From an optimization exercise on the open Yosys and OpenROAD flow, aimed at a short achievable clock period and few clock cycles; shortcuts taken in it are not production practice. The RTL was checked by simulation tests, not by an equivalence proof against the original design. Power is estimated from default activity; no workload was simulated.

## flow/design.v

```verilog
module pipelined (
    input wire i_clk,
    input wire i_reset,
    output reg [31:0] o_pc_debug,
    output reg o_insn_vld,
    output reg o_ctrl,
    output reg o_mispred,
    output reg [31:0] o_io_ledr,
    output reg [31:0] o_io_ledg,
    output reg [6:0] o_io_hex0,
    output reg [6:0] o_io_hex1,
    output reg [6:0] o_io_hex2,
    output reg [6:0] o_io_hex3,
    output reg [6:0] o_io_hex4,
    output reg [6:0] o_io_hex5,
    output reg [6:0] o_io_hex6,
    output reg [6:0] o_io_hex7,
    output reg [31:0] o_io_lcd,
    input wire [31:0] i_io_sw,
    output wire [13:0] o_imem_addr,
    input wire [31:0] i_imem_rdata,
    output wire [13:0] o_dmem_addr,
    output wire o_dmem_we,
    output wire [3:0] o_dmem_wmask,
    output wire [31:0] o_dmem_wdata,
    input wire [31:0] i_dmem_rdata
);
    localparam BI = 5;               
    localparam BN = 1 << BI;         
    localparam TB = 5;               
    localparam RI = 2;               
    localparam RN = 1 << RI;
    reg [31:0] pc_f;
    reg [BN-1:0]    btb_v;
    reg [TB-1:0]    btb_tag [0:BN-1];
    reg [15:2]      btb_tgt [0:BN-1];
    reg [1:0]       btb_typ [0:BN-1];    
    reg [1:0]       btb_ctr [0:BN-1];
    reg [BN-1:0]    btb_tv;              
    reg [4:0]       btb_trip [0:BN-1];   
    reg [BI-1:0]    lp_idx, lpc_idx;
    reg [4:0]       lp_cnt, lpc_cnt;
    reg [15:2]      ras [0:RN-1];
    reg [RI-1:0]    ras_p;
    reg        valid_d;
    reg [31:0] ins_d;
    reg [31:0] pc_d;
    reg [31:0] pnpc_d;       
    reg        ptk_d;        
    reg        hit_d;
    reg [1:0]  ctr_d;
    reg        pd_lui, pd_auipc, pd_jal, pd_jalr, pd_br, pd_ld, pd_st, pd_opi, pd_opr, pd_rpt;
    reg        pd_wen, pd_use1, pd_use2, pd_bimm, pd_call, pd_ret;
    reg        valid_e;
    reg [31:0] pc_e, pc4_e, tgt_e, pnpc_e;
    reg [31:0] a_e, b_e, s_e, pv_e;
    reg        fa_m, fa_r, fb_m, fb_r, fs_m, fs_r;
    reg        sub_e, uns_e, sra_e;
    reg        r_add, r_xor, r_or, r_and, r_sll, r_sr, r_slt, r_pass;
    reg        br_e, jal_e, jalr_e, ld_e, st_e, wen_e, ctrl_e, rpt_e;
    reg [2:0]  f3_e;
    reg [4:0]  rd_e;
    reg        hit_e, ret_e, bwd_e;
    reg [1:0]  ctr_e;
    reg        valid_m;
    reg [31:0] pc_m, res_m, addr_m, pnpc_m, tgt_m, pc4_m;
    reg        neqt_m, neqn_m;
    reg        we_m;
    reg [3:0]  wmask_m;
    reg [31:0] wdata_m;
    reg        bwd_m;
    reg        ld_m, st_m, wen_m, jalr_m, br_m, jal_m, ret_m, hit_m, tkn_m, ctrl_m, mis_m, vrpt_m;
    reg [2:0]  f3_m;
    reg [4:0]  rd_m;
    reg [1:0]  ctr_m;
    reg        wen_w;
    reg [4:0]  rd_w;
    reg [31:0] res_w;
    reg [31:0] rf [1:31];
    reg [31:0] io [0:15];
    wire        red_m, red_e, red_d, stall;
    wire [31:0] m_wb;                    
    wire [31:0] tgt_red_m, tgt_red_e, tgt_red_d;
    assign o_imem_addr = pc_f[15:2];
    reg  [BI+TB+1:2] pcb;
    wire [BI-1:0] fi = pcb[BI+1:2];
    reg  [BN-1:0] b_tk;              
    reg  [BN-1:0] b_tm;              
    reg  [15:2]   b_tx [0:BN-1];     
    wire [15:2]   ras_top = ras[ras_p];
    integer bi;
    always @(*) begin
        for (bi = 0; bi < BN; bi = bi + 1) begin
            b_tk[bi] = btb_v[bi] && (btb_typ[bi] != 2'd0 ||
                       (btb_tv[bi] ? (((lp_idx == bi) ? lp_cnt : 5'd0) != btb_trip[bi])
                                   : btb_ctr[bi][1]));
            b_tm[bi] = btb_tag[bi] == pcb[BI+TB+1:BI+2];
            b_tx[bi] = (btb_typ[bi] == 2'd2) ? ras_top : btb_tgt[bi];
        end
    end
    wire        f_hit = btb_v[fi] && b_tm[fi];
    wire [1:0]  f_ctr = btb_ctr[fi];
    wire        f_ptk = b_tk[fi] && b_tm[fi];
    wire [31:0] f_pc4 = pc_f + 32'd4;
    wire [15:2] f_ptgt = b_tx[fi];
    wire [31:0] f_pnpc = f_ptk ? {16'd0, f_ptgt, 2'b00} : f_pc4;
    wire        pc_keep = red_m | stall | red_d;
    wire [31:0] pc_alt = red_m ? tgt_red_m : stall ? pc_f : tgt_red_d;
    wire [31:0] pc_n = (!pc_keep && f_ptk) ? {16'd0, f_ptgt, 2'b00} :
                       pc_keep ? pc_alt : f_pc4;
    always @(posedge i_clk or posedge i_reset) begin
        if (i_reset) pc_f <= 32'd0;
        else pc_f <= pc_n;
    end
    always @(posedge i_clk) pcb <= pc_n[BI+TB+1:2];
    always @(posedge i_clk or posedge i_reset) begin
        if (i_reset) valid_d <= 1'b0;
        else valid_d <= ~(red_m | red_e) & (stall ? valid_d : ~red_d);
    end
    wire [31:0] fw = i_imem_rdata;
    wire [4:0]  f_op  = fw[6:2];
    wire [2:0]  f_f3  = fw[14:12];
    wire f_lui   = f_op == 5'b01101;
    wire f_auipc = f_op == 5'b00101;
    wire f_jal   = f_op == 5'b11011;
    wire f_jalr  = (f_op == 5'b11001) && f_f3 == 3'd0;
    wire f_br    = (f_op == 5'b11000) && f_f3 != 3'd2 && f_f3 != 3'd3;
    wire f_ld    = (f_op == 5'b00000) && f_f3 != 3'd3 && f_f3[2:1] != 2'b11;
    wire f_st    = (f_op == 5'b01000) && f_f3[2:1] != 2'b11 && !f_f3[2];
    wire f_opi   = (f_op == 5'b00100) && !(fw[30] && f_f3 == 3'd1);
    wire f_opr   = (f_op == 5'b01100) && !(fw[30] && f_f3 != 3'd0 && f_f3 != 3'd5);
    wire f_nop   = (f_op == 5'b00011 || f_op == 5'b11100) && f_f3 == 3'd0;
    always @(posedge i_clk) begin
        if (!stall) begin
            pd_lui   <= f_lui;
            pd_auipc <= f_auipc;
            pd_jal   <= f_jal;
            pd_jalr  <= f_jalr;
            pd_br    <= f_br;
            pd_ld    <= f_ld;
            pd_st    <= f_st;
            pd_opi   <= f_opi;
            pd_opr   <= f_opr;
            pd_rpt   <= f_lui | f_auipc | f_jal | f_jalr | f_br | f_ld | f_st | f_opi | f_opr | f_nop;
            pd_wen   <= (f_lui | f_auipc | f_jal | f_jalr | f_ld | f_opi | f_opr) && fw[11:7] != 5'd0;
            pd_use1  <= f_jalr | f_br | f_ld | f_st | f_opi | f_opr;
            pd_use2  <= f_br | f_st | f_opr;
            pd_bimm  <= f_opi | f_ld | f_jalr | f_st;
            pd_call  <= (f_jal | f_jalr) && fw[11:7] == 5'd1;
            pd_ret   <= f_jalr && fw[19:15] == 5'd1 && fw[11:7] == 5'd0;
            ins_d  <= i_imem_rdata;
            pc_d   <= pc_f;
            pnpc_d <= f_pnpc;
            ptk_d  <= f_ptk;
            hit_d  <= f_hit;
            ctr_d  <= f_ctr;
        end
    end
    wire [4:0] d_op  = ins_d[6:2];
    wire [2:0] d_f3  = ins_d[14:12];
    wire       d_b30 = ins_d[30];
    wire [4:0] d_rs1 = ins_d[19:15];
    wire [4:0] d_rs2 = ins_d[24:20];
    wire [4:0] d_rd  = ins_d[11:7];
    wire d_lui   = pd_lui;
    wire d_auipc = pd_auipc;
    wire d_jal   = pd_jal;
    wire d_jalr  = pd_jalr;
    wire d_br    = pd_br;
    wire d_ld    = pd_ld;
    wire d_st    = pd_st;
    wire d_opi   = pd_opi;
    wire d_opr   = pd_opr;
    wire d_rpt   = pd_rpt;
    wire d_wen   = pd_wen;
    wire d_use1  = pd_use1;
    wire d_use2  = pd_use2;
    wire [31:0] immI = {{20{ins_d[31]}}, ins_d[31:20]};
    wire [31:0] immS = {{20{ins_d[31]}}, ins_d[31:25], ins_d[11:7]};
    wire [31:0] immB = {{20{ins_d[31]}}, ins_d[7], ins_d[30:25], ins_d[11:8], 1'b0};
    wire [31:0] immU = {ins_d[31:12], 12'd0};
    wire [31:0] immJ = {{12{ins_d[31]}}, ins_d[19:12], ins_d[20], ins_d[30:21], 1'b0};
    wire [31:0] pd_immt = pd_jal ? immJ : pd_br ? immB : immU;
    wire [31:0] pd_immb = pd_st ? immS : immI;
    wire [31:0] d_pc4 = pc_d + 32'd4;
    wire [31:0] d_tgt = pc_d + pd_immt;
    wire [31:0] d_pv  = d_lui ? pd_immt : d_auipc ? d_tgt : d_pc4;
    wire [31:0] d_r1 = (d_rs1 == 5'd0) ? 32'd0 : (wen_w && rd_w == d_rs1) ? res_w : rf[d_rs1];
    wire [31:0] d_r2 = (d_rs2 == 5'd0) ? 32'd0 : (wen_w && rd_w == d_rs2) ? res_w : rf[d_rs2];
    wire        d_bimm = pd_bimm;
    wire [31:0] d_b = d_bimm ? pd_immb : d_r2;
    wire e_pw = valid_e & wen_e;
    wire m_pw = valid_m & wen_m;
    wire d1_m = e_pw && rd_e == d_rs1;
    wire d1_w = !d1_m && m_pw && rd_m == d_rs1;
    wire d2_m = e_pw && rd_e == d_rs2;
    wire d2_w = !d2_m && m_pw && rd_m == d_rs2;
    wire lu = valid_d && valid_e && ld_e && wen_e &&
              ((d_use1 && rd_e == d_rs1) || (d_use2 && rd_e == d_rs2));
    assign stall = lu;
    assign red_d = valid_d & ~ptk_d & (d_jal | (d_br & ins_d[31] & ~hit_d) | pd_ret);
    assign tgt_red_d = pd_ret ? {16'd0, ras_top, 2'b00} : d_tgt;
    wire d_alu = d_opi | d_opr;
    wire d_add = (d_alu && d_f3 == 3'd0);
    always @(posedge i_clk or posedge i_reset) begin
        if (i_reset) valid_e <= 1'b0;
        else valid_e <= ~(red_m | red_e) & ~stall & valid_d;
    end
    always @(posedge i_clk) begin
        pc_e   <= pc_d;
        pc4_e  <= d_pc4;
        tgt_e  <= d_tgt;
        pnpc_e <= red_d ? tgt_red_d : pnpc_d;
        a_e    <= d1_w ? m_wb : d_r1;
        b_e    <= (d2_w && !d_bimm) ? m_wb : d_b;
        s_e    <= d2_w ? m_wb : d_r2;
        pv_e   <= d_pv;
        fa_m   <= d1_m;
        fa_r   <= !d1_m;
        fb_m   <= d2_m & !d_bimm;
        fb_r   <= d_bimm | !d2_m;
        fs_m   <= d2_m;
        fs_r   <= !d2_m;
        sub_e  <= (d_opr && d_b30 && d_f3 == 3'd0) || d_br || (d_alu && d_f3[2:1] == 2'b01);
        uns_e  <= d_br ? d_f3[1] : d_f3[0];
        sra_e  <= d_b30;
        r_add  <= d_add;
        r_xor  <= d_alu && d_f3 == 3'd4;
        r_or   <= d_alu && d_f3 == 3'd6;
        r_and  <= d_alu && d_f3 == 3'd7;
        r_sll  <= d_alu && d_f3 == 3'd1;
        r_sr   <= d_alu && d_f3 == 3'd5;
        r_slt  <= d_alu && d_f3[2:1] == 2'b01;
        r_pass <= d_lui | d_auipc | d_jal | d_jalr;
        br_e   <= d_br;
        jal_e  <= d_jal;
        jalr_e <= d_jalr;
        ld_e   <= d_ld;
        st_e   <= d_st;
        wen_e  <= d_wen;
        ctrl_e <= d_br | d_jal | d_jalr;
        rpt_e  <= d_rpt;
        f3_e   <= d_f3;
        rd_e   <= d_rd;
        hit_e  <= hit_d;
        ctr_e  <= ctr_d;
        ret_e  <= pd_ret;
        bwd_e  <= ins_d[31];
    end
    wire d_go = valid_d & ~stall;
    wire d_call = pd_call;
    wire d_ret = pd_ret;
    integer k;
    always @(posedge i_clk or posedge i_reset) begin
        if (i_reset) begin
            ras_p <= {RI{1'b0}};
            for (k = 0; k < RN; k = k + 1) ras[k] <= 14'd0;
        end else if (d_go && d_call) begin
            ras_p <= ras_p + 1'b1;
            ras[ras_p + 1'b1] <= d_pc4[15:2];
        end else if (d_go && d_ret) begin
            ras_p <= ras_p - 1'b1;
        end
    end
    wire d_bb_go = valid_d & ~stall & d_br & ins_d[31];
    wire d_pt = ptk_d | red_d;
    wire [BI-1:0] d_idx = pc_d[BI+1:2];
    wire [BI-1:0] m_idx = pc_m[BI+1:2];
    wire m_bb = valid_m & br_m & bwd_m;
    reg  [BI-1:0] lpc_idx_n;
    reg  [4:0]    lpc_cnt_n;
    always @(*) begin
        lpc_idx_n = lpc_idx;
        lpc_cnt_n = lpc_cnt;
        if (m_bb) begin
            lpc_idx_n = m_idx;
            if (!tkn_m) lpc_cnt_n = 5'd0;
            else if (lpc_idx != m_idx) lpc_cnt_n = 5'd1;
            else if (lpc_cnt != 5'd31) lpc_cnt_n = lpc_cnt + 5'd1;
        end
    end
    always @(posedge i_clk or posedge i_reset) begin
        if (i_reset) begin
            lpc_idx <= {BI{1'b0}};
            lpc_cnt <= 5'd0;
            lp_idx <= {BI{1'b0}};
            lp_cnt <= 5'd0;
        end else begin
            lpc_idx <= lpc_idx_n;
            lpc_cnt <= lpc_cnt_n;
            if (red_m) begin
                lp_idx <= lpc_idx_n;
                lp_cnt <= lpc_cnt_n;
            end else if (d_bb_go) begin
                lp_idx <= d_idx;
                if (!d_pt) lp_cnt <= 5'd0;
                else if (lp_idx != d_idx) lp_cnt <= 5'd1;
                else if (lp_cnt != 5'd31) lp_cnt <= lp_cnt + 5'd1;
            end
        end
    end
    wire [31:0] ea = ({32{fa_m}} & res_m) | ({32{fa_r}} & a_e);
    wire [31:0] eb = ({32{fb_m}} & res_m) | ({32{fb_r}} & b_e);
    wire [31:0] es = ({32{fs_m}} & res_m) | ({32{fs_r}} & s_e);
    wire [32:0] e_sum33 = {1'b0, ea} + {1'b0, eb ^ {32{sub_e}}} + {32'd0, sub_e};
    wire [31:0] e_sum = e_sum33[31:0];
    wire        e_eq  = ea == eb;
    wire        e_ltu = ~e_sum33[32];
    wire        e_lt  = (ea[31] ^ eb[31]) ? (uns_e ? eb[31] : ea[31]) : e_ltu;
    wire [16:0] e_lo_c = {1'b0, ea[15:0]} + {1'b0, eb[15:0] ^ {16{sub_e}}} + {16'd0, sub_e};
    wire        e_c16 = e_lo_c[16];
    wire [31:16] e_bx = eb[31:16] ^ {16{sub_e}};
    wire [31:16] e_hx = ea[31:16] ^ e_bx;
    wire [31:17] e_ho = ea[30:16] | e_bx[30:16];
    wire        e_hi0 = (e_hx[31:17] == e_ho[31:17]) && (e_hx[16] == e_c16);
    wire [31:0] e_sll = ea << eb[4:0];
    wire [31:0] e_fill = {32{sra_e & ea[31]}};
    wire [31:0] e_sr = (ea >> eb[4:0]) | (e_fill & ~(32'hFFFFFFFF >> eb[4:0]));
    wire [31:0] e_res = ({32{r_add}} & e_sum) |
                        ({32{r_xor}} & (ea ^ eb)) |
                        ({32{r_or}}  & (ea | eb)) |
                        ({32{r_and}} & (ea & eb)) |
                        ({32{r_sll}} & e_sll) |
                        ({32{r_sr}}  & e_sr) |
                        ({31'd0, r_slt & e_lt}) |
                        ({32{r_pass}} & pv_e);
    wire e_cond = f3_e[2] ? (e_lt ^ f3_e[0]) : (e_eq ^ f3_e[0]);
    wire e_tkn  = br_e ? e_cond : jal_e;
    wire e_neq_t = tgt_e[31:1] != pnpc_e[31:1];
    wire e_neq_n = pc4_e[31:1] != pnpc_e[31:1];
    assign red_e = 1'b0;
    assign tgt_red_e = 32'd0;
    reg [3:0]  e_wmask;
    reg [31:0] e_wdata;
    always @(*) begin
        case (f3_e[1:0])
            2'd0: begin e_wmask = 4'b0001 << e_sum[1:0]; e_wdata = {4{es[7:0]}}; end
            2'd1: begin e_wmask = e_sum[1] ? 4'b1100 : 4'b0011; e_wdata = {2{es[15:0]}}; end
            default: begin e_wmask = 4'b1111; e_wdata = es; end
        endcase
    end
    always @(posedge i_clk or posedge i_reset) begin
        if (i_reset) begin
            valid_m <= 1'b0;
            vrpt_m <= 1'b0;
            mis_m <= 1'b0;
            we_m <= 1'b0;
        end else begin
            valid_m <= valid_e & ~red_m;
            vrpt_m <= valid_e & ~red_m & rpt_e;
            mis_m <= valid_e & ~red_m & ctrl_e & ~jalr_e & (e_tkn ? e_neq_t : e_neq_n);
            we_m <= valid_e & ~red_m & st_e & e_hi0;
        end
    end
    always @(posedge i_clk) begin
        pc_m    <= pc_e;
        res_m   <= e_res;
        addr_m  <= e_sum;
        pnpc_m  <= pnpc_e;
        tgt_m   <= tgt_e;
        pc4_m   <= pc4_e;
        neqt_m  <= e_neq_t;
        neqn_m  <= e_neq_n;
        wmask_m <= e_wmask;
        wdata_m <= e_wdata;
        ld_m    <= ld_e;
        st_m    <= st_e;
        wen_m   <= wen_e;
        jalr_m  <= jalr_e;
        br_m    <= br_e;
        jal_m   <= jal_e;
        ret_m   <= ret_e;
        bwd_m   <= bwd_e;
        hit_m   <= hit_e;
        ctr_m   <= ctr_e;
        tkn_m   <= e_tkn;
        ctrl_m  <= ctrl_e;
        f3_m    <= f3_e;
        rd_m    <= rd_e;
    end
    assign o_dmem_addr  = addr_m[15:2];
    assign o_dmem_we    = we_m;
    assign o_dmem_wmask = wmask_m;
    assign o_dmem_wdata = wdata_m;
    wire m_jmis = addr_m[31:1] != pnpc_m[31:1];
    assign red_m = valid_m & (jalr_m ? m_jmis : tkn_m ? neqt_m : neqn_m);
    assign tgt_red_m = jalr_m ? {addr_m[31:1], 1'b0} : tkn_m ? tgt_m : pc4_m;
    wire m_io = addr_m[31:16] == 16'h1000;
    wire m_sw = addr_m[31:16] == 16'h1001;
    wire io_we = valid_m & st_m & m_io;
    integer j;
    always @(posedge i_clk or posedge i_reset) begin
        if (i_reset) begin
            for (j = 0; j < 16; j = j + 1) io[j] <= 32'd0;
        end else if (io_we) begin
            if (wmask_m[0]) io[addr_m[15:12]][7:0]   <= wdata_m[7:0];
            if (wmask_m[1]) io[addr_m[15:12]][15:8]  <= wdata_m[15:8];
            if (wmask_m[2]) io[addr_m[15:12]][23:16] <= wdata_m[23:16];
            if (wmask_m[3]) io[addr_m[15:12]][31:24] <= wdata_m[31:24];
        end
    end
    always @(*) begin
        o_io_ledr = io[0];
        o_io_ledg = io[1];
        o_io_hex0 = io[2][6:0];
        o_io_hex1 = io[2][14:8];
        o_io_hex2 = io[2][22:16];
        o_io_hex3 = io[2][30:24];
        o_io_hex4 = io[3][6:0];
        o_io_hex5 = io[3][14:8];
        o_io_hex6 = io[3][22:16];
        o_io_hex7 = io[3][30:24];
        o_io_lcd  = io[4];
    end
    wire [31:0] m_raw = m_io ? io[addr_m[15:12]] : m_sw ? i_io_sw : i_dmem_rdata;
    wire [7:0]  m_byte = addr_m[1] ? (addr_m[0] ? m_raw[31:24] : m_raw[23:16])
                                   : (addr_m[0] ? m_raw[15:8]  : m_raw[7:0]);
    wire [15:0] m_half = addr_m[1] ? m_raw[31:16] : m_raw[15:0];
    assign m_wb = ld_m ? m_ld : res_m;
    wire [31:0] m_ld = (f3_m[1:0] == 2'd0) ? {{24{~f3_m[2] & m_byte[7]}}, m_byte} :
                       (f3_m[1:0] == 2'd1) ? {{16{~f3_m[2] & m_half[15]}}, m_half} : m_raw;
    always @(posedge i_clk or posedge i_reset) begin
        if (i_reset) wen_w <= 1'b0;
        else wen_w <= valid_m & wen_m;
    end
    always @(posedge i_clk) begin
        rd_w  <= rd_m;
        res_w <= m_wb;
    end
    always @(*) begin
        o_insn_vld = vrpt_m;
        o_pc_debug = pc_m;
        o_ctrl     = ctrl_m;
        o_mispred  = mis_m;
    end
    wire [BI-1:0] mi = pc_m[BI+1:2];
    wire m_upd = valid_m & (jal_m | jalr_m | (br_m & (hit_m | tkn_m)));
    reg [1:0] m_ctr;
    always @(*) begin
        if (!hit_m) m_ctr = 2'b10;
        else if (tkn_m) m_ctr = (ctr_m == 2'b11) ? 2'b11 : ctr_m + 2'b01;
        else m_ctr = (ctr_m == 2'b00) ? 2'b00 : ctr_m - 2'b01;
    end
    wire m_trip_we = m_bb & ~tkn_m & hit_m;
    always @(posedge i_clk or posedge i_reset) begin
        if (i_reset) begin
            btb_v <= {BN{1'b0}};
            btb_tv <= {BN{1'b0}};
        end else begin
            if (m_upd) btb_v[mi] <= 1'b1;
            if (m_trip_we) btb_tv[mi] <= (lpc_idx != m_idx) || (lpc_cnt != 5'd31);
            else if (m_upd && !hit_m) btb_tv[mi] <= 1'b0;
        end
    end
    always @(posedge i_clk) begin
        if (m_trip_we) btb_trip[mi] <= (lpc_idx == m_idx) ? lpc_cnt : 5'd0;
    end
    always @(posedge i_clk) begin
        if (m_upd) begin
            btb_tag[mi] <= pc_m[BI+TB+1:BI+2];
            btb_tgt[mi] <= jalr_m ? addr_m[15:2] : tgt_m[15:2];
            btb_typ[mi] <= br_m ? 2'd0 : ret_m ? 2'd2 : 2'd1;
            btb_ctr[mi] <= m_ctr;
        end
    end
    always @(posedge i_clk) begin
        if (wen_w) rf[rd_w] <= res_w;
    end
endmodule
```

## flow/flow/run.sh

```bash
#!/bin/bash
# Layout flow: the standard ORFS flow (standard.sh) with two changes:
#  - the timing repair steps aim at a setup slack margin of MARGIN ns instead of 0,
#    so they keep working on the design's own critical paths while the design's
#    constraints are met with room to spare;
#  - the port buffers that the flow puts on every input and output are buf_4 cells.
# The make output goes to flow_standard.log; ORFS writes each step's log under orfs/logs.
set -euo pipefail
MARGIN=7.0
bash standard.sh SETUP_SLACK_MARGIN=$MARGIN "BUFFER_PORTS_ARGS=-buffer_cell sky130_fd_sc_hd__buf_4" finish > flow_standard.log 2>&1
```

## flow/standard.sh

```bash
#!/bin/bash
# synth_recipe.tcl (not shown) runs the flow's synth.tcl, then flattens the netlist and writes it again
# the make line also repeats each setting of config.mk as NAME=value (left out here)
make -C /OpenROAD-flow-scripts/flow DESIGN_CONFIG=/design/flow/config.mk WORK_HOME=/design/flow/orfs CLKGATE_MAP_FILE= SYNTH_SCRIPT=/design/flow/synth_recipe.tcl "${@:-finish}"
```

## flow/config.mk

```make
export PLATFORM = sky130hd
export DESIGN_NAME = pipelined
export DESIGN_NICKNAME = pipelined
export VERILOG_FILES = /design/flow/design.v
export SDC_FILE = /design/flow/constraint.sdc
export NUM_CORES = 4
export LEC_CHECK = 0
export CAP_MARGIN = 35
export CORE_MARGIN = 2
export CORE_UTILIZATION = 40
export SLEW_MARGIN = 30
export SYNTH_MEMORY_MAX_BITS = 20000
```

## flow/constraint.sdc

```tcl
create_clock -name core_clock -period 10.5 [get_ports {i_clk}]
set_input_delay 2.1000 -clock core_clock [delete_from_list [all_inputs] [get_ports {i_clk}]]
set_output_delay 2.1000 -clock core_clock [all_outputs]
set_load 0.01 [all_outputs]
```

==> flow_metrics.tcl, run 1 <==
set metrics [dict create \
    status "no timing/DRC/antenna violations" \
    max_slew.worst_pin.slew_ps 1150 \
    drt_wl_total_mm 638 \
    antenna_found_initial 46 \
    fin_tns_setup_ps 0 \
    rsz0062_at_grt "yes" \
    cts_sinks 3283 \
    period_share 0.386 \
    crit_arrival_ps 4870 \
    synthXorXnorAreaFrac 0.0304 \
    yosysMostFrequentCell "edfxtp_1" \
    synth_edf_count 1996 \
    coreArea_mm2 0.385 \
    drt_iter0_markers 17104 \
    crit_top_cell "a21o_1" \
    drv_cap 0 \
    critPathLaunchType "register" \
    row_count 228 \
    place_ws_ps 5140 \
    synth_top_family_by_area "multiplexers" \
    leakage_nw 73.4 \
    crit_buf_inv 3 \
    drc 0 \
    yosysWarningCount 4 \
    ff2ff_path_depth 16 \
    multi_input_area_mm2 0.0668 \
    start_util 0.401 \
    avgSynthCellArea_um2 13.2 \
    r2r_start "pd_jal$_DFFE_PN_" \
    cpLargestDelayFamily "compound AO/OA/AOI/OAI gates" \
    htreeDepth 5 \
    syn_to_final_growth_pct 25.2 \
    clk_path_buf_depth 4 \
    ir_worst_vdd_mv 0.164 \
    slew_viol_final 0 \
    synthTopCellsByArea "edfxtp_1 (39%), dfrtp_1 (11%), mux4_2 (8.4%)" \
    drive_above_1_share 0.348 \
    min_period_ps 4050 \
    synth_mux_area_frac 0.166 \
    endpoint "pc_f[30]$_DFFE_PP0P_" \
    track_usage 0.313 \
    wl_per_cell_um 35.0 \
    layout.nets 13063 \
    ys.flop_type "edfxtp_1" \
    die_h_um 625 \
    die_w_um 625 \
    hold_violations 0 \
    final_util 0.502 \
    critPathMaxStageDelay_ps 500 \
    cp_slowest_cell "edfxtp_1" \
    setup_viol 0 \
    grt_overflow 0 \
    fmax_mhz 247 \
    synth_seq_cells 3283 \
    skew_ps 76.5 \
    synth_top_area_frac 0.388 \
    cts_buffers 366 \
    regArea_mm2 0.0896 \
    synth_compound_area_frac 0.104 \
    detailed_place_hpwl_mm 396 \
    yosysTopAreaCell "edfxtp_1" \
    ys_seq_area_frac 0.577 \
    cts-root-buf "clkbuf_16" \
    synthTopCellsByCount "edfxtp_1 (1996), nand2_1 (900), dfrtp_1 (693), nor2_1 (599), mux2_2 (598)" \
    syn-num-nets 11998 \
    grt_pass1_wl_mm 875 \
    startpoint "pd_jal$_DFFE_PN_" \
    ff2ff_setup_slack_ps 6450 \
    crit_cells 16 \
    hp-class "register to register" \
    synthSimpleGateAreaFrac 0.0777 \
    grt_max_degree 186 \
    cts_hold_buf 0 \
    power_density_mw_per_mm2 239 \
    num-fill-cells 32289 \
    ys_types 114 \
    crit_chain "buf_6 -> nor2b_4 -> buf_4 -> a22o_4 -> ha_4 -> a21o_1 -> a21o_1 -> a21oi_4 -> and3_4 -> a21o_4 -> a2111oi_4 -> buf_4 -> or2_4 -> a21o_1 -> xor2_4 -> o311a_1" \
    netlist_instances 11743 \
    cts_tree "done" \
    port-buffer-count 347 \
    ios 350 \
    drt_first_pass_iters 9 \
    vias_per_cell 6.42 \
    r2r-end "pc_f[30]$_DFFE_PP0P_" \
    grt_pass1_vias 112501 \
    netlist_area_mm2 0.154 \
    path_clk_slew_ps 60 \
    required_ps 11320 \
    postRouteAntennaNets 0 \
    setup_ws_ps 6450 \
    timing.slew.headroom 0.230 \
    path_max_fanout 6 \
    gp_congestion 0.970 \
    crit_path_end_kind "register" \
    synthArstFlopShare 0.211 \
    synth_adder_area_share 0.0129 \
    die_area_mm2 0.391 \
    insertion_delay_ps 1000 \
    num_vias 116834 \
    worstSetupPathType "register to register" \
]
==> worst register-to-register path: stages, from the launching register on <==
cell       delay, ps
edfxtp_1         500
buf_6            180
nor2b_4          270
buf_4            180
a22o_4           190
ha_4             240
a21o_1           160
a21o_1           210
a21oi_4          300
and3_4           260
a21o_4           150
a2111oi_4         60
buf_4            190
or2_4            250
a21o_1           230
xor2_4           190
o311a_1          310
==> kinds of logic (layout without fill, tap and decap cells) <==
group | after synthesis | count (layout)
xor+xnor | 536 | 536
buf+inv | 1123 | 2499
fa+ha+maj | 158 | 158
simple gates | 2495 | 2496
compound gates | 2379 | 2380
flops | 3283 | 3283
other cells | 0 | 30
mux | 1769 | 1769
==> metal layers <==
| layer | wire, µm | up-vias | GRT usage |
|---|---|---|---|
| met4 | 34700 | 28 | 0.137 |
| met3 | 77900 | 1527 | 0.0795 |
| li1 | - | 47420 | - |
| met5 | 170 | - | 0 |
| met2 | 275000 | 7702 | 0.464 |
| met1 | 250000 | 60157 | 0.436 |
==> registers in the layout (all words and copies together) (netlist names), 56 cells and up, named ones only <==
signal    cells
btb_ctr      64
ras          56
rf          992
io          512
btb_typ      64
btb_trip    160
btb_tag     160
btb_tgt     448
==> cell type report <==
| type | instances | share of cell area |
|---|---|---|
| flip-flops and latches | 3283 | 0.463 |
| multi-input cells | 7339 | 0.345 |
| repair buffers | 1588 | 0.0890 |
| clock buffers | 492 | 0.0529 |
| well taps | 5060 | 0.0327 |
| clock inverters | 189 | 0.0110 |
| inverters | 224 | 0.00485 |
| repair inverters | 6 | 0.000388 |
| diodes | 30 | 0.000388 |
==> repair_timing <==
item	CTS	global route
buffers inserted	593	179
endpoints found under the setup margin	1299	937
gates resized for setup	1627	473
pin swaps	322	360
cloned	54	21
==> metrics by stage <==
| stage | power [mW] | hold WS (ps) | area [µm²] | cells |
|---|---|---|---|---|
| global placement | 27.3 | 312 | 163000 | 16613 |
| floorplan | 22.3 | 310 | 155000 | 11743 |
| detailed placement | 27.5 | 313 | 164000 | 16640 |
| global route | 47.2 | 325 | 193000 | 18197 |
| finish | 46.2 | 324 | 193000 | 18211 |
| CTS | 44.5 | 325 | 189000 | 17968 |
==> worst min path at each step <==
stage / start / endpoint / slack (ps) / cells after the start
floorplan: bwd_e$_DFF_P_ / bwd_m$_DFF_P_ / 310 / 0
global placement: ctr_e[1]$_DFF_P_ / ctr_m[1]$_DFF_P_ / 310 / 0
detailed placement: pc_e[8]$_DFF_P_ / pc_m[8]$_DFF_P_ / 310 / 0
CTS: ctr_e[1]$_DFF_P_ / ctr_m[1]$_DFF_P_ / 330 / 0
global route: pc_e[3]$_DFF_P_ / pc_m[3]$_DFF_P_ / 330 / 0
finish: pc_e[3]$_DFF_P_ / pc_m[3]$_DFF_P_ / 320 / 0
==> where the power goes <==
group          internal [mW]  switching, mW  leakage [nW]
Sequential              15.3           1.27          32.9
Combinational           6.43           9.94          34.4
Clock                   7.66           5.63          6.06
==> cell usage in the layout (no fill, tap or decap), types with 54 or more instances in the layout <==
cell,n
a211oi_1,116
a21o_1,61
a21oi_1,289
a221oi_1,54
a22o_1,76
a22oi_1,146
a22oi_2,55
a31oi_1,56
buf_12,116
buf_4,924
buf_6,406
clkbuf_1,77
clkbuf_16,397
clkinv_2,65
dfrtp_1,637
dfxtp_1,455
dfxtp_2,78
dfxtp_4,61
edfxtp_1,1996
ha_1,114
inv_1,187
mux2_2,588
mux2i_1,549
mux4_2,576
nand2_1,812
nand2_2,68
nand2b_1,63
nand3_1,146
nand4_1,134
nor2_1,504
nor2b_1,60
nor3_1,112
o211ai_1,64
o21ai_0,434
o21ai_1,66
o22ai_1,179
xnor2_1,344
xor2_1,153
Testbench counts, summed over its fixed seeds: cycles 95,520.
==> run 2, diff against run 1 <==
--- a/flow/design.v
+++ b/flow/design.v
@@ -52,13 +52,15 @@
     reg        pd_lui, pd_auipc, pd_jal, pd_jalr, pd_br, pd_ld, pd_st, pd_opi, pd_opr, pd_rpt;
     reg        pd_wen, pd_use1, pd_use2, pd_bimm, pd_call, pd_ret;
     reg        valid_e;
-    reg [31:0] pc_e, pc4_e, tgt_e, pnpc_e;
+    reg [31:0] pc_e, pc4_e, tgt_e, pnpc_e, alt_e;
+    reg        pdir_e;
     reg [31:0] a_e, b_e, s_e, pv_e;
     reg        fa_m, fa_r, fb_m, fb_r, fs_m, fs_r;
     reg        sub_e, uns_e, sra_e;
     reg        r_add, r_xor, r_or, r_and, r_sll, r_sr, r_slt, r_pass;
     reg        br_e, jal_e, jalr_e, ld_e, st_e, wen_e, ctrl_e, rpt_e;
     reg [2:0]  f3_e;
+    reg        c_eq, c_ne, c_lt, c_ge;
     reg [4:0]  rd_e;
     reg        hit_e, ret_e, bwd_e;
     reg [1:0]  ctr_e;
@@ -68,8 +70,12 @@
     reg        we_m;
     reg [3:0]  wmask_m;
     reg [31:0] wdata_m;
-    reg        bwd_m;
-    reg        ld_m, st_m, wen_m, jalr_m, br_m, jal_m, ret_m, hit_m, tkn_m, ctrl_m, mis_m, vrpt_m;
+    reg        bwd_m, pdir_m;
+    reg        ld_m, st_m, wen_m, jalr_m, br_m, jal_m, ret_m, hit_m, tkn_m, ctrl_m, vrpt_m;
+    reg [31:2] alt_m;
+    reg [15:2] dm_addr;      
+    reg        vrpt_w, ctrl_w, mis_w;
+    reg [31:0] pc_w;
     reg [2:0]  f3_m;
     reg [4:0]  rd_m;
     reg [1:0]  ctr_m;
@@ -79,6 +85,9 @@
     reg [31:0] rf [1:31];
     reg [31:0] io [0:15];
     wire        red_m, red_e, red_d, stall;
+    wire        red_fast;
+    wire        d_pt;                    
+    wire [31:0] tgt_fast, tgt_fast4;
     wire [31:0] m_wb;                    
     wire [31:0] tgt_red_m, tgt_red_e, tgt_red_d;
     assign o_imem_addr = pc_f[15:2];
@@ -105,7 +114,7 @@
     wire [15:2] f_ptgt = b_tx[fi];
     wire [31:0] f_pnpc = f_ptk ? {16'd0, f_ptgt, 2'b00} : f_pc4;
     wire        pc_keep = red_m | stall | red_d;
-    wire [31:0] pc_alt = red_m ? tgt_red_m : stall ? pc_f : tgt_red_d;
+    wire [31:0] pc_alt = red_m ? (red_fast ? tgt_fast4 : tgt_red_m) : stall ? pc_f : tgt_red_d;
     wire [31:0] pc_n = (!pc_keep && f_ptk) ? {16'd0, f_ptgt, 2'b00} :
                        pc_keep ? pc_alt : f_pc4;
     always @(posedge i_clk or posedge i_reset) begin
@@ -115,9 +124,9 @@
     always @(posedge i_clk) pcb <= pc_n[BI+TB+1:2];
     always @(posedge i_clk or posedge i_reset) begin
         if (i_reset) valid_d <= 1'b0;
-        else valid_d <= ~(red_m | red_e) & (stall ? valid_d : ~red_d);
+        else valid_d <= red_fast | (~(red_m | red_e) & (stall ? valid_d : ~red_d));
     end
-    wire [31:0] fw = i_imem_rdata;
+    wire [31:0] fw = red_fast ? i_dmem_rdata : i_imem_rdata;
     wire [4:0]  f_op  = fw[6:2];
     wire [2:0]  f_f3  = fw[14:12];
     wire f_lui   = f_op == 5'b01101;
@@ -131,7 +140,7 @@
     wire f_opr   = (f_op == 5'b01100) && !(fw[30] && f_f3 != 3'd0 && f_f3 != 3'd5);
     wire f_nop   = (f_op == 5'b00011 || f_op == 5'b11100) && f_f3 == 3'd0;
     always @(posedge i_clk) begin
-        if (!stall) begin
+        if (!stall || red_m) begin
             pd_lui   <= f_lui;
             pd_auipc <= f_auipc;
             pd_jal   <= f_jal;
@@ -148,11 +157,11 @@
             pd_bimm  <= f_opi | f_ld | f_jalr | f_st;
             pd_call  <= (f_jal | f_jalr) && fw[11:7] == 5'd1;
             pd_ret   <= f_jalr && fw[19:15] == 5'd1 && fw[11:7] == 5'd0;
-            ins_d  <= i_imem_rdata;
-            pc_d   <= pc_f;
-            pnpc_d <= f_pnpc;
-            ptk_d  <= f_ptk;
-            hit_d  <= f_hit;
+            ins_d  <= fw;
+            pc_d   <= red_fast ? tgt_fast : pc_f;
+            pnpc_d <= red_fast ? tgt_fast4 : f_pnpc;
+            ptk_d  <= f_ptk & ~red_fast;
+            hit_d  <= f_hit & ~red_fast;
             ctr_d  <= f_ctr;
         end
     end
@@ -210,6 +219,8 @@
         pc_e   <= pc_d;
         pc4_e  <= d_pc4;
         tgt_e  <= d_tgt;
+        pdir_e <= d_pt;
+        alt_e  <= d_pt ? d_pc4 : d_tgt;
         pnpc_e <= red_d ? tgt_red_d : pnpc_d;
         a_e    <= d1_w ? m_wb : d_r1;
         b_e    <= (d2_w && !d_bimm) ? m_wb : d_b;
@@ -241,6 +252,10 @@
         ctrl_e <= d_br | d_jal | d_jalr;
         rpt_e  <= d_rpt;
         f3_e   <= d_f3;
+        c_eq   <= d_br && d_f3[2] == 1'b0 && d_f3[0] == 1'b0;
+        c_ne   <= d_br && d_f3[2] == 1'b0 && d_f3[0] == 1'b1;
+        c_lt   <= d_br && d_f3[2] == 1'b1 && d_f3[0] == 1'b0;
+        c_ge   <= d_br && d_f3[2] == 1'b1 && d_f3[0] == 1'b1;
         rd_e   <= d_rd;
         hit_e  <= hit_d;
         ctr_e  <= ctr_d;
@@ -263,7 +278,7 @@
         end
     end
     wire d_bb_go = valid_d & ~stall & d_br & ins_d[31];
-    wire d_pt = ptk_d | red_d;
+    assign d_pt = ptk_d | red_d;
     wire [BI-1:0] d_idx = pc_d[BI+1:2];
     wire [BI-1:0] m_idx = pc_m[BI+1:2];
     wire m_bb = valid_m & br_m & bwd_m;
@@ -324,8 +339,7 @@
                         ({32{r_sr}}  & e_sr) |
                         ({31'd0, r_slt & e_lt}) |
                         ({32{r_pass}} & pv_e);
-    wire e_cond = f3_e[2] ? (e_lt ^ f3_e[0]) : (e_eq ^ f3_e[0]);
-    wire e_tkn  = br_e ? e_cond : jal_e;
+    wire e_tkn  = (c_eq & e_eq) | (c_ne & ~e_eq) | (c_lt & e_lt) | (c_ge & ~e_lt) | jal_e;
     wire e_neq_t = tgt_e[31:1] != pnpc_e[31:1];
     wire e_neq_n = pc4_e[31:1] != pnpc_e[31:1];
     assign red_e = 1'b0;
@@ -343,12 +357,10 @@
         if (i_reset) begin
             valid_m <= 1'b0;
             vrpt_m <= 1'b0;
-            mis_m <= 1'b0;
             we_m <= 1'b0;
         end else begin
             valid_m <= valid_e & ~red_m;
             vrpt_m <= valid_e & ~red_m & rpt_e;
-            mis_m <= valid_e & ~red_m & ctrl_e & ~jalr_e & (e_tkn ? e_neq_t : e_neq_n);
             we_m <= valid_e & ~red_m & st_e & e_hi0;
         end
     end
@@ -356,6 +368,9 @@
         pc_m    <= pc_e;
         res_m   <= e_res;
         addr_m  <= e_sum;
+        alt_m   <= alt_e[31:2];
+        dm_addr <= br_e ? alt_e[15:2] : e_sum[15:2];
+        pdir_m  <= pdir_e;
         pnpc_m  <= pnpc_e;
         tgt_m   <= tgt_e;
         pc4_m   <= pc4_e;
@@ -378,13 +393,16 @@
         f3_m    <= f3_e;
         rd_m    <= rd_e;
     end
-    assign o_dmem_addr  = addr_m[15:2];
+    assign o_dmem_addr  = dm_addr;
     assign o_dmem_we    = we_m;
     assign o_dmem_wmask = wmask_m;
     assign o_dmem_wdata = wdata_m;
     wire m_jmis = addr_m[31:1] != pnpc_m[31:1];
     assign red_m = valid_m & (jalr_m ? m_jmis : tkn_m ? neqt_m : neqn_m);
     assign tgt_red_m = jalr_m ? {addr_m[31:1], 1'b0} : tkn_m ? tgt_m : pc4_m;
+    assign red_fast = red_m & (jalr_m | (br_m & (tkn_m != pdir_m)));
+    assign tgt_fast = br_m ? {alt_m, 2'b00} : {addr_m[31:1], 1'b0};
+    assign tgt_fast4 = tgt_fast + 32'd4;
     wire m_io = addr_m[31:16] == 16'h1000;
     wire m_sw = addr_m[31:16] == 16'h1001;
     wire io_we = valid_m & st_m & m_io;
@@ -412,26 +430,57 @@
         o_io_hex7 = io[3][30:24];
         o_io_lcd  = io[4];
     end
-    wire [31:0] m_raw = m_io ? io[addr_m[15:12]] : m_sw ? i_io_sw : i_dmem_rdata;
-    wire [7:0]  m_byte = addr_m[1] ? (addr_m[0] ? m_raw[31:24] : m_raw[23:16])
-                                   : (addr_m[0] ? m_raw[15:8]  : m_raw[7:0]);
-    wire [15:0] m_half = addr_m[1] ? m_raw[31:16] : m_raw[15:0];
-    assign m_wb = ld_m ? m_ld : res_m;
-    wire [31:0] m_ld = (f3_m[1:0] == 2'd0) ? {{24{~f3_m[2] & m_byte[7]}}, m_byte} :
-                       (f3_m[1:0] == 2'd1) ? {{16{~f3_m[2] & m_half[15]}}, m_half} : m_raw;
+    wire        m_lb = ld_m && f3_m[1:0] == 2'd0;
+    wire        m_lh = ld_m && f3_m[1:0] == 2'd1;
+    wire        m_lw = ld_m && f3_m[1] == 1'b1;
+    wire        m_sx = ~f3_m[2];
+    wire [31:0] m_ior = io[addr_m[15:12]];
+    wire        s_mm = !m_io && !m_sw;
+    wire [31:0] m_raw = ({32{s_mm}} & i_dmem_rdata) | ({32{m_sw}} & i_io_sw) | ({32{m_io}} & m_ior);
+    wire sb0 = m_lw | (m_lh & !addr_m[1]) | (m_lb && addr_m[1:0] == 2'd0);
+    wire sb1 = m_lb && addr_m[1:0] == 2'd1;
+    wire sb2 = (m_lh & addr_m[1]) | (m_lb && addr_m[1:0] == 2'd2);
+    wire sb3 = m_lb && addr_m[1:0] == 2'd3;
+    wire sh0 = m_lw | (m_lh & !addr_m[1]);
+    wire sh1 = m_lh & addr_m[1];
+    wire sx7  = m_sx && m_lb && addr_m[1:0] == 2'd0;
+    wire sx15 = m_sx && ((m_lb && addr_m[1:0] == 2'd1) || (m_lh && !addr_m[1]));
+    wire sx23 = m_sx && m_lb && addr_m[1:0] == 2'd2;
+    wire sx31 = m_sx && ((m_lb && addr_m[1:0] == 2'd3) || (m_lh && addr_m[1]));
+    wire m_ext = (sx7 & m_raw[7]) | (sx15 & m_raw[15]) | (sx23 & m_raw[23]) | (sx31 & m_raw[31]);
+    wire s_r = !ld_m;
+    wire s_x16 = m_lb | m_lh;
+    assign m_wb[7:0] = ({8{sb0}} & m_raw[7:0]) | ({8{sb1}} & m_raw[15:8]) |
+                       ({8{sb2}} & m_raw[23:16]) | ({8{sb3}} & m_raw[31:24]) |
+                       ({8{s_r}} & res_m[7:0]);
+    assign m_wb[15:8] = ({8{sh0}} & m_raw[15:8]) | ({8{sh1}} & m_raw[31:24]) |
+                        ({8{m_lb}} & {8{m_ext}}) | ({8{s_r}} & res_m[15:8]);
+    assign m_wb[31:16] = ({16{m_lw}} & m_raw[31:16]) | ({16{s_x16}} & {16{m_ext}}) |
+                         ({16{s_r}} & res_m[31:16]);
     always @(posedge i_clk or posedge i_reset) begin
-        if (i_reset) wen_w <= 1'b0;
-        else wen_w <= valid_m & wen_m;
+        if (i_reset) begin
+            wen_w  <= 1'b0;
+            vrpt_w <= 1'b0;
+            mis_w  <= 1'b0;
+        end else begin
+            wen_w  <= valid_m & wen_m;
+            vrpt_w <= vrpt_m;
+            mis_w  <= vrpt_m & ctrl_m & red_m;
+        end
+    end
+    always @(posedge i_clk) begin
+        pc_w   <= pc_m;
+        ctrl_w <= ctrl_m;
     end
     always @(posedge i_clk) begin
         rd_w  <= rd_m;
         res_w <= m_wb;
     end
     always @(*) begin
-        o_insn_vld = vrpt_m;
-        o_pc_debug = pc_m;
-        o_ctrl     = ctrl_m;
-        o_mispred  = mis_m;
+        o_insn_vld = vrpt_w;
+        o_pc_debug = pc_w;
+        o_ctrl     = ctrl_w;
+        o_mispred  = mis_w;
     end
     wire [BI-1:0] mi = pc_m[BI+1:2];
     wire m_upd = valid_m & (jal_m | jalr_m | (br_m & (hit_m | tkn_m)));
==> flow_metrics.tcl, run 2 <==
set metrics [dict create \
    stdcell_count 18502 \
    cts_tree "done" \
    cts_buffers 374 \
    drv_cap 0 \
    worstSetupPathType "register to register" \
    critPathLaunchType "register" \
    largest_reg_flops 992 \
    synth_mux_area_frac 0.171 \
    path_max_fanout 5 \
    ys_types 115 \
    placed_cells 17019 \
    layout.nets 13197 \
    syn_to_final_growth_pct 24.1 \
    period_share 0.385 \
    synthXorXnorAreaFrac 0.0318 \
    leakage_nw 74.4 \
    synth_compound_area_frac 0.0998 \
    port-buffer-count 347 \
    track_usage 0.317 \
    netlist_instances 11978 \
    top_regs "rf x992, io x512, btb_tgt x448" \
    drc 0 \
    grt_pass1_vias 114221 \
    grt_overflow 0 \
    drive_above_1_share 0.335 \
    drt_first_pass_iters 9 \
    synthArstFlopShare 0.204 \
    grt_pass1_wl_mm 900 \
    wl_per_cell_um 35.7 \
    insertion_delay_ps 1000 \
    regMostFlops "rf" \
    num_vias 119509 \
    synth_top_area_frac 0.379 \
    num-fill-cells 33317 \
    synth_seq_cells 3397 \
    final_common_cell "edfxtp_1" \
    yosysMostFrequentCell "edfxtp_1" \
    die_area_mm2 0.400 \
    fin_area_mm2 0.196 \
    max_slew.worst_pin.slew_ps 1130 \
    setup_viol 0 \
    hold_ws_ps 317 \
    clk_path_buf_depth 4 \
    detailed_place_hpwl_mm 416 \
    ir_worst_vdd_mv 0.160 \
    timing.slew.headroom 0.246 \
    synth_adder_area_share 0.0127 \
    coreArea_mm2 0.393 \
    postRouteAntennaNets 0 \
    synthTopCellsByCount "edfxtp_1 (1996), nand2_1 (807), mux2i_1 (732), dfxtp_1 (707), dfrtp_1 (694)" \
    hp-class "register to register" \
    final_util 0.499 \
    start_util 0.402 \
    gp_congestion 0.997 \
    ys_seq_area_frac 0.579 \
    cts_sinks 3397 \
    die_w_um 633 \
    final_cell_mix "edfxtp_1 (1996), buf_4 (891), nand2_1 (720)" \
    synth_top_family_by_area "multiplexers" \
    crit_path_end_kind "register" \
    row_count 230 \
    grt_max_degree 121 \
    ios 350 \
    setup_ws_ps 6460 \
    status "no timing/DRC/antenna violations" \
    skew_ps 63.8 \
    power_density_mw_per_mm2 231 \
    cts_hold_buf 0 \
    netlist_area_mm2 0.158 \
    rsz0062_at_grt "yes" \
    syn-num-nets 12234 \
    drt_iter0_markers 17248 \
    die_h_um 633 \
    avgSynthCellArea_um2 13.2 \
    cts-root-buf "clkbuf_16" \
    fin_tns_setup_ps 0 \
    synthSimpleGateAreaFrac 0.0754 \
    antenna_found_initial 35 \
    hold_violations 0 \
    path_clk_slew_ps 70 \
    yosysTopAreaCell "edfxtp_1" \
    ys.flop_type "edfxtp_1" \
    htreeDepth 5 \
    finalPower_mw 45.2 \
    drt_wl_total_mm 660 \
    min_period_ps 4040 \
    vias_per_cell 6.46 \
    postPlaceCellArea_mm2 0.168 \
    fmax_mhz 248 \
    required_ps 11360 \
    yosysWarningCount 4 \
    slew_viol_final 0 \
    synthTopCellsByArea "edfxtp_1 (38%), dfrtp_1 (11%), dfxtp_1 (9.0%)" \
    synth_edf_count 1996 \
    place_ws_ps 4520 \
    crit_arrival_ps 4900 \
]
## run 2: changes by cell type after synthesis, moves of 32 or more
cell      delta
a21oi_1     +70
buf_4       -35
clkbuf_1    +52
dfxtp_1    +113
mux2i_1    +145
nand2_1     -93
nand2b_1    -36
nand3_1     +52
nor3_1      -32
o21ai_0    -138
o22ai_1     +50
xnor2_1     -38
xor2_1      +75
## run 2: cell type report
class,instances,area (µm²),area share
flip-flops and latches,3397,91900,0.469
clock inverters,180,1850,0.00943
well taps,5220,6530,0.0333
diodes,25,62.6,0.000319
multi-input cells,7434,68400,0.349
repair buffers,1510,16000,0.0816
inverters,224,943,0.00481
clock buffers,512,10400,0.0528
## run 2: logic make-up after synthesis
| logic type | after synthesis |
|---|---|
| fa+ha+maj | 159 |
| xor+xnor | 573 |
| buf+inv | 1151 |
| simple gates | 2454 |
| mux | 1911 |
| flops | 3397 |
| compound gates | 2333 |
## run 2: critical path, cell delays in order (launching register included)
cell and delay, ps:
dfxtp_1 620, a22oi_2 150, buf_4 200, xnor2_1 130
ha_2 420, o21ai_0 120, or4_4 440, o21ai_4 310
buf_6 150, buf_6 80, buf_6 80, nand2b_4 110
a221o_1 180, a21oi_2 80, o21bai_1 240, a21oi_2 120
xnor2_2 180, a221o_1 320
## run 2: path summary, 6_finish.rpt
kind	startpoint	to	slack, ps	cells past startpoint
worst max register to register	res_m[5]$_DFF_P_	res_m[18]$_DFF_P_	6460	17
worst min register to register	pc_e[6]$_DFF_P_	pc_m[6]$_DFF_P_	320	0
worst max-delay path	res_m[5]$_DFF_P_	res_m[18]$_DFF_P_	6460	17
max in group asynchronous	i_reset	ras_p[0]$_DFFE_PP0P_	7340	4
min in group asynchronous	i_reset	vrpt_m$_DFF_PP0_	1240	2
worst min-delay path	pc_e[6]$_DFF_P_	pc_m[6]$_DFF_P_	320	0
## run 2: layer usage
layer | wire, µm | vias up | global-route usage
met5 | 482 | - | 0.00338
met4 | 41400 | 17 | 0.160
met3 | 78800 | 1718 | 0.0825
met2 | 282000 | 8167 | 0.464
met1 | 258000 | 61627 | 0.433
li1 | - | 47980 | -
## run 2: power by group
| part | switching (mW) | internal (mW) | total [mW] |
|---|---|---|---|
| Combinational | 9.03 | 5.53 | 14.6 |
| Sequential | 1.46 | 15.9 | 17.4 |
| Clock | 5.75 | 7.55 | 13.3 |
| Total | 16.2 | 29.0 | 45.2 |
## run 2: timing repair
action,CTS,global route
cloned,45,15
endpoints found under the hold margin,0,0
setup endpoints to repair,2052,669
pin swaps,208,291
setup buffers,493,207
resized for setup,1424,523
Testbench counts of run 2, summed over its fixed seeds: cycles 94,358.
==> run 3, diff against run 2 <==
--- a/flow/design.v
+++ b/flow/design.v
@@ -51,11 +51,11 @@
     reg [1:0]  ctr_d;
     reg        pd_lui, pd_auipc, pd_jal, pd_jalr, pd_br, pd_ld, pd_st, pd_opi, pd_opr, pd_rpt;
     reg        pd_wen, pd_use1, pd_use2, pd_bimm, pd_call, pd_ret;
+    reg [31:0] pd_immt, pd_immb;     
     reg        valid_e;
     reg [31:0] pc_e, pc4_e, tgt_e, pnpc_e, alt_e;
     reg        pdir_e;
     reg [31:0] a_e, b_e, s_e, pv_e;
-    reg        fa_m, fa_r, fb_m, fb_r, fs_m, fs_r;
     reg        sub_e, uns_e, sra_e;
     reg        r_add, r_xor, r_or, r_and, r_sll, r_sr, r_slt, r_pass;
     reg        br_e, jal_e, jalr_e, ld_e, st_e, wen_e, ctrl_e, rpt_e;
@@ -84,19 +84,20 @@
     reg [31:0] res_w;
     reg [31:0] rf [1:31];
     reg [31:0] io [0:15];
-    wire        red_m, red_e, red_d, stall;
+    wire        red_m, red_d, stall;
     wire        red_fast;
     wire        d_pt;                    
     wire [31:0] tgt_fast, tgt_fast4;
     wire [31:0] m_wb;                    
-    wire [31:0] tgt_red_m, tgt_red_e, tgt_red_d;
+    wire [31:0] e_res;                   
+    wire [31:0] tgt_red_m, tgt_red_d;
     assign o_imem_addr = pc_f[15:2];
     reg  [BI+TB+1:2] pcb;
     wire [BI-1:0] fi = pcb[BI+1:2];
     reg  [BN-1:0] b_tk;              
     reg  [BN-1:0] b_tm;              
     reg  [15:2]   b_tx [0:BN-1];     
-    wire [15:2]   ras_top = ras[ras_p];
+    reg  [15:2]   ras_top;           
     integer bi;
     always @(*) begin
         for (bi = 0; bi < BN; bi = bi + 1) begin
@@ -124,40 +125,52 @@
     always @(posedge i_clk) pcb <= pc_n[BI+TB+1:2];
     always @(posedge i_clk or posedge i_reset) begin
         if (i_reset) valid_d <= 1'b0;
-        else valid_d <= red_fast | (~(red_m | red_e) & (stall ? valid_d : ~red_d));
+        else valid_d <= red_fast | (~red_m & (stall ? valid_d : ~red_d));
     end
-    wire [31:0] fw = red_fast ? i_dmem_rdata : i_imem_rdata;
-    wire [4:0]  f_op  = fw[6:2];
-    wire [2:0]  f_f3  = fw[14:12];
-    wire f_lui   = f_op == 5'b01101;
-    wire f_auipc = f_op == 5'b00101;
-    wire f_jal   = f_op == 5'b11011;
-    wire f_jalr  = (f_op == 5'b11001) && f_f3 == 3'd0;
-    wire f_br    = (f_op == 5'b11000) && f_f3 != 3'd2 && f_f3 != 3'd3;
-    wire f_ld    = (f_op == 5'b00000) && f_f3 != 3'd3 && f_f3[2:1] != 2'b11;
-    wire f_st    = (f_op == 5'b01000) && f_f3[2:1] != 2'b11 && !f_f3[2];
-    wire f_opi   = (f_op == 5'b00100) && !(fw[30] && f_f3 == 3'd1);
-    wire f_opr   = (f_op == 5'b01100) && !(fw[30] && f_f3 != 3'd0 && f_f3 != 3'd5);
-    wire f_nop   = (f_op == 5'b00011 || f_op == 5'b11100) && f_f3 == 3'd0;
+    localparam PDW = 16 + 32 + 32 + 32;
+    function automatic [PDW-1:0] predec(input [31:0] w);
+        reg [4:0] op;
+        reg [2:0] f3;
+        reg lui, auipc, jal, jalr, br, ld, st, opi, opr, nop;
+        reg [31:0] iI, iS, iB, iU, iJ;
+        begin
+            op = w[6:2];
+            f3 = w[14:12];
+            lui   = op == 5'b01101;
+            auipc = op == 5'b00101;
+            jal   = op == 5'b11011;
+            jalr  = (op == 5'b11001) && f3 == 3'd0;
+            br    = (op == 5'b11000) && f3 != 3'd2 && f3 != 3'd3;
+            ld    = (op == 5'b00000) && f3 != 3'd3 && f3[2:1] != 2'b11;
+            st    = (op == 5'b01000) && f3[2:1] != 2'b11 && !f3[2];
+            opi   = (op == 5'b00100) && !(w[30] && f3 == 3'd1);
+            opr   = (op == 5'b01100) && !(w[30] && f3 != 3'd0 && f3 != 3'd5);
+            nop   = (op == 5'b00011 || op == 5'b11100) && f3 == 3'd0;
+            iI = {{20{w[31]}}, w[31:20]};
+            iS = {{20{w[31]}}, w[31:25], w[11:7]};
+            iB = {{20{w[31]}}, w[7], w[30:25], w[11:8], 1'b0};
+            iU = {w[31:12], 12'd0};
+            iJ = {{12{w[31]}}, w[19:12], w[20], w[30:21], 1'b0};
+            predec = {lui | auipc | jal | jalr | br | ld | st | opi | opr | nop,
+                      lui, auipc, jal, jalr, br, ld, st, opi, opr,
+                      (lui | auipc | jal | jalr | ld | opi | opr) && w[11:7] != 5'd0,
+                      jalr | br | ld | st | opi | opr,
+                      br | st | opr,
+                      opi | ld | jalr | st,
+                      (jal | jalr) && w[11:7] == 5'd1,
+                      jalr && w[19:15] == 5'd1 && w[11:7] == 5'd0,
+                      jal ? iJ : br ? iB : iU,
+                      st ? iS : iI,
+                      w};
+        end
+    endfunction
+    wire [PDW-1:0] pdv_i = predec(i_imem_rdata);
+    wire [PDW-1:0] pdv_m = predec(i_dmem_rdata);
+    wire [PDW-1:0] pdv = red_fast ? pdv_m : pdv_i;
     always @(posedge i_clk) begin
         if (!stall || red_m) begin
-            pd_lui   <= f_lui;
-            pd_auipc <= f_auipc;
-            pd_jal   <= f_jal;
-            pd_jalr  <= f_jalr;
-            pd_br    <= f_br;
-            pd_ld    <= f_ld;
-            pd_st    <= f_st;
-            pd_opi   <= f_opi;
-            pd_opr   <= f_opr;
-            pd_rpt   <= f_lui | f_auipc | f_jal | f_jalr | f_br | f_ld | f_st | f_opi | f_opr | f_nop;
-            pd_wen   <= (f_lui | f_auipc | f_jal | f_jalr | f_ld | f_opi | f_opr) && fw[11:7] != 5'd0;
-            pd_use1  <= f_jalr | f_br | f_ld | f_st | f_opi | f_opr;
-            pd_use2  <= f_br | f_st | f_opr;
-            pd_bimm  <= f_opi | f_ld | f_jalr | f_st;
-            pd_call  <= (f_jal | f_jalr) && fw[11:7] == 5'd1;
-            pd_ret   <= f_jalr && fw[19:15] == 5'd1 && fw[11:7] == 5'd0;
-            ins_d  <= fw;
+            {pd_rpt, pd_lui, pd_auipc, pd_jal, pd_jalr, pd_br, pd_ld, pd_st, pd_opi, pd_opr,
+             pd_wen, pd_use1, pd_use2, pd_bimm, pd_call, pd_ret, pd_immt, pd_immb, ins_d} <= pdv;
             pc_d   <= red_fast ? tgt_fast : pc_f;
             pnpc_d <= red_fast ? tgt_fast4 : f_pnpc;
             ptk_d  <= f_ptk & ~red_fast;
@@ -184,13 +197,6 @@
     wire d_wen   = pd_wen;
     wire d_use1  = pd_use1;
     wire d_use2  = pd_use2;
-    wire [31:0] immI = {{20{ins_d[31]}}, ins_d[31:20]};
-    wire [31:0] immS = {{20{ins_d[31]}}, ins_d[31:25], ins_d[11:7]};
-    wire [31:0] immB = {{20{ins_d[31]}}, ins_d[7], ins_d[30:25], ins_d[11:8], 1'b0};
-    wire [31:0] immU = {ins_d[31:12], 12'd0};
-    wire [31:0] immJ = {{12{ins_d[31]}}, ins_d[19:12], ins_d[20], ins_d[30:21], 1'b0};
-    wire [31:0] pd_immt = pd_jal ? immJ : pd_br ? immB : immU;
-    wire [31:0] pd_immb = pd_st ? immS : immI;
     wire [31:0] d_pc4 = pc_d + 32'd4;
     wire [31:0] d_tgt = pc_d + pd_immt;
     wire [31:0] d_pv  = d_lui ? pd_immt : d_auipc ? d_tgt : d_pc4;
@@ -213,7 +219,7 @@
     wire d_add = (d_alu && d_f3 == 3'd0);
     always @(posedge i_clk or posedge i_reset) begin
         if (i_reset) valid_e <= 1'b0;
-        else valid_e <= ~(red_m | red_e) & ~stall & valid_d;
+        else valid_e <= ~red_m & ~stall & valid_d;
     end
     always @(posedge i_clk) begin
         pc_e   <= pc_d;
@@ -222,16 +228,10 @@
         pdir_e <= d_pt;
         alt_e  <= d_pt ? d_pc4 : d_tgt;
         pnpc_e <= red_d ? tgt_red_d : pnpc_d;
-        a_e    <= d1_w ? m_wb : d_r1;
-        b_e    <= (d2_w && !d_bimm) ? m_wb : d_b;
-        s_e    <= d2_w ? m_wb : d_r2;
+        a_e    <= d1_m ? e_res : d1_w ? m_wb : d_r1;
+        b_e    <= (d2_m && !d_bimm) ? e_res : (d2_w && !d_bimm) ? m_wb : d_b;
+        s_e    <= d2_m ? e_res : d2_w ? m_wb : d_r2;
         pv_e   <= d_pv;
-        fa_m   <= d1_m;
-        fa_r   <= !d1_m;
-        fb_m   <= d2_m & !d_bimm;
-        fb_r   <= d_bimm | !d2_m;
-        fs_m   <= d2_m;
-        fs_r   <= !d2_m;
         sub_e  <= (d_opr && d_b30 && d_f3 == 3'd0) || d_br || (d_alu && d_f3[2:1] == 2'b01);
         uns_e  <= d_br ? d_f3[1] : d_f3[0];
         sra_e  <= d_b30;
@@ -269,12 +269,15 @@
     always @(posedge i_clk or posedge i_reset) begin
         if (i_reset) begin
             ras_p <= {RI{1'b0}};
+            ras_top <= 14'd0;
             for (k = 0; k < RN; k = k + 1) ras[k] <= 14'd0;
         end else if (d_go && d_call) begin
             ras_p <= ras_p + 1'b1;
             ras[ras_p + 1'b1] <= d_pc4[15:2];
+            ras_top <= d_pc4[15:2];
         end else if (d_go && d_ret) begin
             ras_p <= ras_p - 1'b1;
+            ras_top <= ras[ras_p - 1'b1];
         end
     end
     wire d_bb_go = valid_d & ~stall & d_br & ins_d[31];
@@ -314,9 +317,9 @@
             end
         end
     end
-    wire [31:0] ea = ({32{fa_m}} & res_m) | ({32{fa_r}} & a_e);
-    wire [31:0] eb = ({32{fb_m}} & res_m) | ({32{fb_r}} & b_e);
-    wire [31:0] es = ({32{fs_m}} & res_m) | ({32{fs_r}} & s_e);
+    wire [31:0] ea = a_e;
+    wire [31:0] eb = b_e;
+    wire [31:0] es = s_e;
     wire [32:0] e_sum33 = {1'b0, ea} + {1'b0, eb ^ {32{sub_e}}} + {32'd0, sub_e};
     wire [31:0] e_sum = e_sum33[31:0];
     wire        e_eq  = ea == eb;
@@ -331,7 +334,7 @@
     wire [31:0] e_sll = ea << eb[4:0];
     wire [31:0] e_fill = {32{sra_e & ea[31]}};
     wire [31:0] e_sr = (ea >> eb[4:0]) | (e_fill & ~(32'hFFFFFFFF >> eb[4:0]));
-    wire [31:0] e_res = ({32{r_add}} & e_sum) |
+    assign e_res = ({32{r_add}} & e_sum) |
                         ({32{r_xor}} & (ea ^ eb)) |
                         ({32{r_or}}  & (ea | eb)) |
                         ({32{r_and}} & (ea & eb)) |
@@ -342,8 +345,6 @@
     wire e_tkn  = (c_eq & e_eq) | (c_ne & ~e_eq) | (c_lt & e_lt) | (c_ge & ~e_lt) | jal_e;
     wire e_neq_t = tgt_e[31:1] != pnpc_e[31:1];
     wire e_neq_n = pc4_e[31:1] != pnpc_e[31:1];
-    assign red_e = 1'b0;
-    assign tgt_red_e = 32'd0;
     reg [3:0]  e_wmask;
     reg [31:0] e_wdata;
     always @(*) begin
==> flow_metrics.tcl, run 3 <==
set metrics [dict create \
    crit_buf_inv 7 \
    grt_overflow 0 \
    synth_edf_count 2031 \
    required_ps 11370 \
    ir_worst_vdd_mv 0.173 \
    clk_path_buf_depth 4 \
    avgSynthCellArea_um2 13.3 \
    timing.slew.headroom 0.296 \
    drc 0 \
    synthArstFlopShare 0.206 \
    die_w_um 639 \
    min_period_ps 4170 \
    ys_types 112 \
    placed_cells 17307 \
    worstSetupPathType "register to register" \
    final_cell_mix "edfxtp_1 (2031), buf_4 (916), mux2i_1 (726)" \
    top_regs "rf x992, io x512, btb_tgt x448" \
    coreArea_mm2 0.402 \
    path_clk_slew_ps 60 \
    row_count 233 \
    num-fill-cells 34436 \
    fin_area_mm2 0.198 \
    largest_reg_flops 992 \
    path_max_fanout 7 \
    insertion_delay_ps 1000 \
    leakage_nw 75.7 \
    drt_wl_total_mm 647 \
    ff2ff_path_depth 16 \
    drv_cap 0 \
    grt_pass1_wl_mm 891 \
    regMostFlops "rf" \
    status "no timing/DRC/antenna violations" \
    cp_slowest_cell "a222oi_1" \
    yosysMostFrequentCell "edfxtp_1" \
    detailed_place_hpwl_mm 409 \
    syn_to_final_growth_pct 22.8 \
    crit_arrival_ps 5040 \
    max_slew.worst_pin.slew_ps 1040 \
    track_usage 0.307 \
    critPathLaunchType "register" \
    stdcell_count 18800 \
    synthTopCellsByCount "edfxtp_1 (2031), nor2_1 (765), mux2i_1 (742), nand2_1 (713), dfrtp_1 (708)" \
    cts_tree "done" \
    grt_max_degree 163 \
    hold_violations 0 \
    cts_buffers 374 \
    netlist_area_mm2 0.161 \
    drt_first_pass_iters 9 \
    setup_viol 0 \
]
[run 3: per-layer routing]
metal  vias up  routed length, µm  GRT usage  part of all wire
met5         -                214    0.00118           0.00033
met4        22              44900      0.180             0.069
met3      1748              73700     0.0731              0.11
met2      7985             280000      0.449              0.43
met1     61401             248000      0.416              0.38
li1      48771                  -          -                 -
[run 3: worst reg2reg max path, cell delays in order (launching register included)]
cell and delay, ps:
dfxtp_4 490, buf_12 180, buf_16 140, buf_8 140, buf_6 120, buf_6 100, nor4bb_4 50, buf_6 130
a222oi_1 830, o2111ai_1 260, o311ai_2 350, buf_4 250, nand2_8 80, a222oi_1 320, o211a_1 320, o21ai_4 100
mux2_2 280
[run 3: cells by family (layout without fill, tap and decap cells)]
| group | Yosys count | count (layout) | synth area share |
|---|---|---|---|
| fa+ha+maj | 159 | 159 | 0.0124 |
| mux | 2028 | 2028 | 0.180 |
| buf+inv | 1160 | 2451 | 0.0302 |
| flops | 3440 | 3440 | 0.575 |
| xor+xnor | 576 | 576 | 0.0313 |
| simple gates | 2502 | 2503 | 0.0747 |
| compound gates | 2271 | 2272 | 0.0959 |
| other cells | 0 | 84 | 0 |
[run 3: cell type report]
| type | count | area [µm²] | share of cell area |
|---|---|---|---|
| flip-flops and latches | 3440 | 93100 | 0.470 |
| multi-input cells | 7538 | 68600 | 0.347 |
| repair buffers | 1524 | 16100 | 0.0815 |
| clock buffers | 531 | 10900 | 0.0550 |
| well taps | 5287 | 6620 | 0.0334 |
| clock inverters | 156 | 1480 | 0.00746 |
| inverters | 240 | 937 | 0.00473 |
| diodes | 84 | 210 | 0.00106 |
[run 3: worst paths after layout]
path	slack (ps)	to	startpoint
min	320	pc_w[31]$_DFF_P_	pc_m[31]$_DFF_P_
min in group asynchronous	1190	io[3][14]$_DFFE_PP0P_	i_reset
min reg2reg	320	pc_w[31]$_DFF_P_	pc_m[31]$_DFF_P_
max reg2reg	6330	b_e[1]$_DFF_P_	addr_m[13]$_DFF_P_
max	6330	b_e[1]$_DFF_P_	addr_m[13]$_DFF_P_
max in group asynchronous	7400	ras_p[1]$_DFFE_PP0P_	i_reset
[run 3: per-stage QoR]
step	worst slack (ps)	power (mW)	setup TNS [ps]	hold slack, ps	util
after floorplan	-1290	23.5	-916070	310	-
after global placement	4790	28.9	0	310	0.424
after detailed placement	4860	29.0	0	312	0.427
after CTS	6500	45.3	0	307	0.485
after global routing	6390	47.5	0	329	0.492
final	6330	46.5	0	319	0.492
[run 3: report_power, final]
group	total (mW)	switching [mW]	internal [mW]
Combinational	15.3	9.46	5.87
Sequential	17.8	1.63	16.2
Clock	13.4	5.71	7.68
Total	46.5	16.8	29.7
[run 3: what timing repair did]
| action | CTS | global route |
|---|---|---|
| cloned | 46 | 5 |
| buffers inserted | 520 | 147 |
| resized for setup | 1350 | 283 |
| endpoints found under the setup margin | 1577 | 701 |
| pin swaps | 233 | 164 |
| hold buffers | 0 | 0 |
Testbench counts of run 3, summed over its fixed seeds: cycles 94,358.

Re-timed with assumed drivers on the ports (clkbuf_16 on the clock, buf_2 on other inputs), run 3 has 6.330 ns of setup slack against 6.330 ns with ideal ports, and 5.775 ns once port delays also move by the mid clock arrival of 1.046 ns.
